What follows belongs to an exercise in optimizing a design on an open flow for small area and a short achievable clock period; a production flow would make more cautious choices.
Function was checked by simulation only, so behaviour that the tests miss may differ from the original.
No activity file was given, so power comes from the tool's default toggle rates.

==> trial 25: inputs <==
Design QE_M, start of the top module:
module QE_M (clk, reset, in_a, in_b, in_c, in_x, mode, valid_in, last_input, valid_out, result);
input wire clk, reset, mode;
input wire [7:0] in_a;
input wire [7:0] in_b;
input wire [7:0] in_c;
input wire [7:0] in_x;
input wire valid_in, last_input;
output reg valid_out;
output wire [15:0] result;
reg T1a14, T1a13, T1b13, T1c13, T1a12, T1b12, T1c12, T1a11, T1b11, T1c11, T1a10, T1b10, T1c10, T1a9, T1b9, T1c9, T1a8, T1b8, T1c8, T1a7, T1b7, T1c7, T1a6, T1b6, T1c6, T1a5, T1b5, T1c5, T1a4, T1b4, T1c4, T1a3, T1b3, T1c3, T1a2, T1b2, T1c2, T1a1, T1b1, T1c1, T1a0, T1b0;
reg [7:0]  X1, C1;
reg        m1, f1;
reg [15:0] R;
reg [3:0]  bo, bt, bn;   
reg [3:0]  bnn;          
reg        x7;
reg [7:0]  C2;
reg        nkeep2;       
reg S3a15, S3b15, S3a14, S3b14, S3a13, S3b13, S3a12, S3b12, S3a11, S3b11, S3a10, S3b10, S3a9, S3b9, S3a8, S3b8, S3a7, S3b7, S3a6, S3b6, S3a5, S3b5, S3a4, S3b4, S3a3, S3b3, S3a2, S3b2, S3a1, S3b1, S3a0, S3b0;
reg [15:0] Y;
reg        q1, q2, q3;   
reg        lastd;        
wire [15:0] S3a = {S3a15, S3a14, S3a13, S3a12, S3a11, S3a10, S3a9, S3a8, S3a7, S3a6, S3a5, S3a4, S3a3, S3a2, S3a1, S3a0};
  ...
export LEC_CHECK = 0
export CAP_MARGIN = 20
export CORE_MARGIN = 2
export CORE_UTILIZATION = 40
export CTS_BUF_LIST = sky130_fd_sc_hd__clkbuf_8
export SETUP_SLACK_MARGIN = 4
export SLEW_MARGIN = 20
export SYNTH_HIERARCHICAL = 1
create_clock -name core_clock -period 6.5 [get_ports {clk}]
standard.sh (not shown) runs the stock make flow with config.mk's settings and CLKGATE_MAP_FILE= SYNTH_SCRIPT=/design/flow/synth_recipe.tcl, a recipe that flattens the netlist after the stock synthesis.
==> flow/flow/run.sh <==
#!/bin/bash
# The standard layout, with buf_4 cells as the input port buffers and buf_2
# cells as the output port buffers (the outputs are buffered by a hook that
# runs just before the flow buffers the inputs).
export PRE_GLOBAL_PLACE_TCL="$PWD/flow/buffer_outputs.tcl"
bash standard.sh "BUFFER_PORTS_ARGS=-inputs -buffer_cell sky130_fd_sc_hd__buf_4" finish > standard.log 2>&1
==> flow/flow/buffer_outputs.tcl <==
# Buffer the output ports with buf_2 cells; the flow then buffers the inputs.
buffer_ports -outputs -buffer_cell sky130_fd_sc_hd__buf_2
==> inputs of build 76, as changes to trial 25 <==
==> flow/flow/run.sh (replaced) <==
#!/bin/bash
# The standard layout, with buf_2 cells as the port buffers.
bash standard.sh "BUFFER_PORTS_ARGS=-buffer_cell sky130_fd_sc_hd__buf_2" finish > standard.log 2>&1
removed: flow/flow/buffer_outputs.tcl
==> summary.txt <==
|  | trial 25 | build 76 |
|---|---|---|
| Outcome | complete, no violations | complete, no violations |
| Switching power share of the total | 43.6% | 43.8% |
| Max incr delay on CP | 0.68 ns | 0.44 ns |
| Flip-flop and latch power | 1.54 mW | 1.51 mW |
| Multi-input gate share of the layout cell area | 56.4% | 56.4% |
| CP Max Fanout | 15 | 26 |
| Non-clock buffers, area share | 2.94% | 2.81% |
| Vias per std cell | 4.99 | 5.00 |
| Iter 0 DRT Violations | 265 | 288 |
| Leakage power | 3.67 nW | 3.71 nW |
| Layout cell share with drive strength beyond 1 | 16.0% | 17.7% |
| Wire length the detailed router placed on met1 | 8440 um | 8490 um |
| Clock insertion delay at the later pin of the skew report | 0.45 ns | 0.46 ns |
| Clock network area share | 4.10% | 4.11% |
| Detail-routed net length per standard cell | 14.7 um | 14.6 um |
| Worst hold slack after final layout | 0.332 ns | 0.333 ns |
| Pre-CTS worst setup slack | 3.82 ns | 3.66 ns |
| Proportion of power drawn by combinational gates | 52.2% | 53.1% |
| Global-route wire length before repair | 29200 um | 29600 um |
| Standard cell with the maximum stage delay on the critical path | dfxtp_1 | fa_1 |
| Fraction of met1 tracks used by global routing | 22.4% | 22.7% |

==> xenon: inputs <==
==> flow/design.v <==
module FSM (clk, reset, mode, valid_in, last_in, enable_mode0, enable_mode1, valid_out, done);
input wire clk, reset;
input wire mode, valid_in, last_in;
output reg enable_mode0, enable_mode1, valid_out, done;
parameter MODE_0 = 1'b0;
parameter MODE_1 = 1'b1;
reg old_valid, last_input;
always @ (posedge clk or posedge reset) begin
	if (reset == 1'b1) begin
		enable_mode0 <= 1'b0;
		enable_mode1 <= 1'b0;
		valid_out <= 1'b0;
		last_input <= 1'b0;
		old_valid <= 1'b0;
		done <= 1'b0;
	end
	else begin
		case (mode)
		MODE_0: begin
			enable_mode0 <= 1'b1;
			enable_mode1 <= 1'b0;
			valid_out <= old_valid;
			last_input <= 1'b0;
			old_valid <= valid_in;
			done <= 0;
		end
		MODE_1: begin
			enable_mode0 <= 1'b0;
			enable_mode1 <= 1'b1;
			valid_out <= last_input;
			last_input <= last_in;
			old_valid <= valid_in;
			done <= last_in;
		end
		endcase
	end
end
endmodule
module Quadratic_Equation (clk, reset, enable,in_a, in_x, in_b, in_c, result);
input wire clk, reset, enable;
input wire [7:0]in_a;
input wire [7:0]in_x;
input wire [7:0]in_b;
input wire [7:0]in_c;
output reg [15:0]result;
reg [7:0]C;
reg [7:0]rX;
reg [15:0]R;
always @ ( posedge clk or posedge reset ) begin
    if (reset == 1) begin
        R <= 16'b0;
        C <= 8'b0;
        result <= 16'b0;
    end
    else begin
        if (enable == 1) begin
            rX <= in_x;
            C <= in_c;
            R <= (in_a * in_x) + in_b;
        end
        else begin
            rX <= 0;
            C <= 0;
            R <= 0;
        end
        result <= (R * rX) + C;
    end
end
endmodule  
module Product_Sum (clk, reset, enable, valid_in, done, in_ai, in_xi, result);
input wire clk, reset;
input wire done, enable, valid_in;
input wire [7:0]in_ai;
input wire [7:0]in_xi;
output reg [15:0]result;
reg [15:0]mult_reg;
reg [15:0]register;
wire [15:0]mult_result;
wire [15:0]result_w;
assign mult_result = in_ai*in_xi;
assign result_w = mult_reg + register;
always @ (posedge clk or posedge reset) begin
	if (reset == 1'b1) begin
		register <= 16'b0;
		mult_reg <= 16'b0;
	end
	else begin
		if (enable == 1) begin
			if (valid_in == 1) begin
				mult_reg <= mult_result;
			end
			else begin
				mult_reg <= 16'b0;
			end
			if (done == 0) begin
				register <= result_w;
			end
			else begin
				register <= 16'b0;
			end
			result <= result_w;
		end
		else begin
			register <= 16'b0;
		end
	end
end
endmodule
module QE_M (clk, reset, in_a, in_b, in_c, in_x, mode, valid_in, last_input, valid_out, result);
input wire clk, reset, mode;
input wire [7:0]in_a;
input wire [7:0]in_b;
input wire [7:0]in_c;
input wire [7:0]in_x;
input wire valid_in, last_input;
output wire valid_out;
output wire [15:0]result;
wire [15:0]result_0;
wire [15:0]result_1;
wire enable_mode0, enable_mode1, done;
assign result = (mode == 1'b0) ? result_0 : result_1;
Quadratic_Equation Quadratic_Equation (
	.clk		(clk),
	.reset 		(reset),
	.enable		(enable_mode0),
	.in_a 		(in_a),
	.in_x 		(in_x),
	.in_b 		(in_b),
	.in_c 		(in_c),
	.result		(result_0)
);
Product_Sum Product_Sum (
	.clk 		(clk),
	.reset 		(reset),
	.enable		(enable_mode1),
	.valid_in	(valid_in),
	.done		(done),
	.in_ai 		(in_a),
	.in_xi		(in_x),
	.result		(result_1)
);
FSM FSM (
	.clk			(clk),
	.reset 			(reset),
	.mode 			(mode),
	.valid_in 		(valid_in),
	.last_in		(last_input),
	.enable_mode0 	(enable_mode0),
	.enable_mode1 	(enable_mode1),
	.valid_out 		(valid_out),
	.done			(done)
);
endmodule
==> flow/run.sh <==
#!/bin/bash
# synth_recipe.tcl (not shown) runs the flow's synth.tcl, then flattens the netlist and writes it again
# the make line also repeats each setting of config.mk as NAME=value (left out here)
make -C /OpenROAD-flow-scripts/flow DESIGN_CONFIG=/design/flow/config.mk WORK_HOME=/design/flow/orfs CLKGATE_MAP_FILE= SYNTH_SCRIPT=/design/flow/synth_recipe.tcl finish
==> flow/config.mk <==
export PLATFORM = sky130hd
export DESIGN_NAME = QE_M
export DESIGN_NICKNAME = QE_M
export VERILOG_FILES = /design/flow/design.v
export SDC_FILE = /design/flow/constraint.sdc
export NUM_CORES = 4
export LEC_CHECK = 0
export CAP_MARGIN = 20
export CORE_MARGIN = 2
export CORE_UTILIZATION = 40
export SLEW_MARGIN = 20
==> flow/constraint.sdc <==
create_clock -name core_clock -period 6.5 [get_ports {clk}]
set_input_delay 1.3000 -clock core_clock [delete_from_list [all_inputs] [get_ports {clk}]]
set_output_delay 1.3000 -clock core_clock [all_outputs]
set_load 0.01 [all_outputs]
==> ember (differences from xenon) <==
==> flow/design.v, changed modules only <==
module QE_M (clk, reset, in_a, in_b, in_c, in_x, mode, valid_in, last_input, valid_out, result);
input wire clk, reset, mode;
input wire [7:0] in_a;
input wire [7:0] in_b;
input wire [7:0] in_c;
input wire [7:0] in_x;
input wire valid_in, last_input;
output reg valid_out;
output wire [15:0] result;
reg [15:0] R;
reg [7:0]  X1;
reg [7:0]  C1;
reg [15:0] Y;
reg        q1;      
reg        fresh;   
wire       clr = valid_out | fresh;
wire [15:0] Z = mode ? (clr ? 16'd0 : Y) : {8'd0, C1};
always @(posedge clk) begin
	R  <= in_a * in_x + (mode ? 8'd0 : in_b);
	X1 <= mode ? {7'd0, valid_in} : in_x;
	C1 <= in_c;
	Y  <= R * X1 + Z;
end
always @(posedge clk or posedge reset) begin
	if (reset) begin
		q1 <= 1'b0;
		valid_out <= 1'b0;
		fresh <= 1'b1;
	end else begin
		q1 <= mode ? last_input : valid_in;
		valid_out <= q1;
		fresh <= fresh & ~valid_in;
	end
end
assign result = Y;
endmodule
// module FSM removed
// module Quadratic_Equation removed
// module Product_Sum removed
ABC_AREA = 1   (was unset)
==> notes <==
Against xenon, the global-route usage of ember is lower by 0.24 points.
Against xenon, the synthesized cell count of ember is lower by about 4%.
Against xenon, the die area of ember is smaller by 26%.
Against xenon, the worst setup slack of ember is higher by 0.44 ns.
Of ember and xenon, ember has the higher clock skew (gap 0.0043 ns).
Hold slack: ember is worse than xenon (0.11 ns).
==> figures <==
| item | xenon | ember |
|---|---|---|
| Run status | no timing/DRC/antenna violations | no timing/DRC/antenna violations |
| Layout overhead on the synthesized area | 13.4% | 11.4% |
| Number of multi-input combinational cells | 691 | 546 |
| Multi-input logic area | 6360 µm² | 4800 µm² |
| Share of flip-flops with an asynchronous set or reset | 76.2% | 5.88% |
| WL met1 | 9570 µm | 6770 µm |
| Crit path largest cell delay | 0.53 ns | 0.54 ns |
| Area occupied by registers | 2650 µm² | 1040 µm² |
| Layout Cell Area excl Fill | 11000 µm² | 7950 µm² |
| TritonCTS Sinks | 101 | 51 |
| Fraction of standard cell area that is sequential | 24.0% | 13.0% |
| Setup skew after layout | 0.00653 ns | 0.0109 ns |
| Vias after detailed routing | 6752 | 5371 |

[port drivers added, routing unchanged]
In the flow no input, the clock included, has a driving cell. The finished layouts below were timed again as built, in two steps. Step 1 assumes that a clkbuf_16 drives the clock port and a buf_2 every other input. Step 2 moves the port delays by t, midway between the first and last clock arrival at a register: inputs arrive t later, outputs are due t later. That takes back most of the time a late clock gives input paths. Slacks: ideal ports / drivers / drivers and shift; pairs: ideal ports / drivers.
run	shift t [ns]	setup WS [ns]	hold WS [ns]	latest minus earliest clock arrival (ns)
trial 25	0.486	4.140 / 4.140 / 3.803	0.332 / 0.332 / 0.332	0.016 / 0.015
build 76	0.491	4.157 / 4.173 / 3.686	0.333 / 0.333 / 0.333	0.018 / 0.018
xenon	0.396	0.463 / 0.481 / 0.085	0.488 / 0.488 / 0.488	0.009 / 0.009
ember	0.341	0.904 / 0.921 / 0.580	0.380 / 0.380 / 0.380	0.011 / 0.011
After both steps setup and hold are still met in every run listed. The setup slack of build 76, which loses most, moves by +0.016 ns with the drivers and by -0.471 ns with both steps.
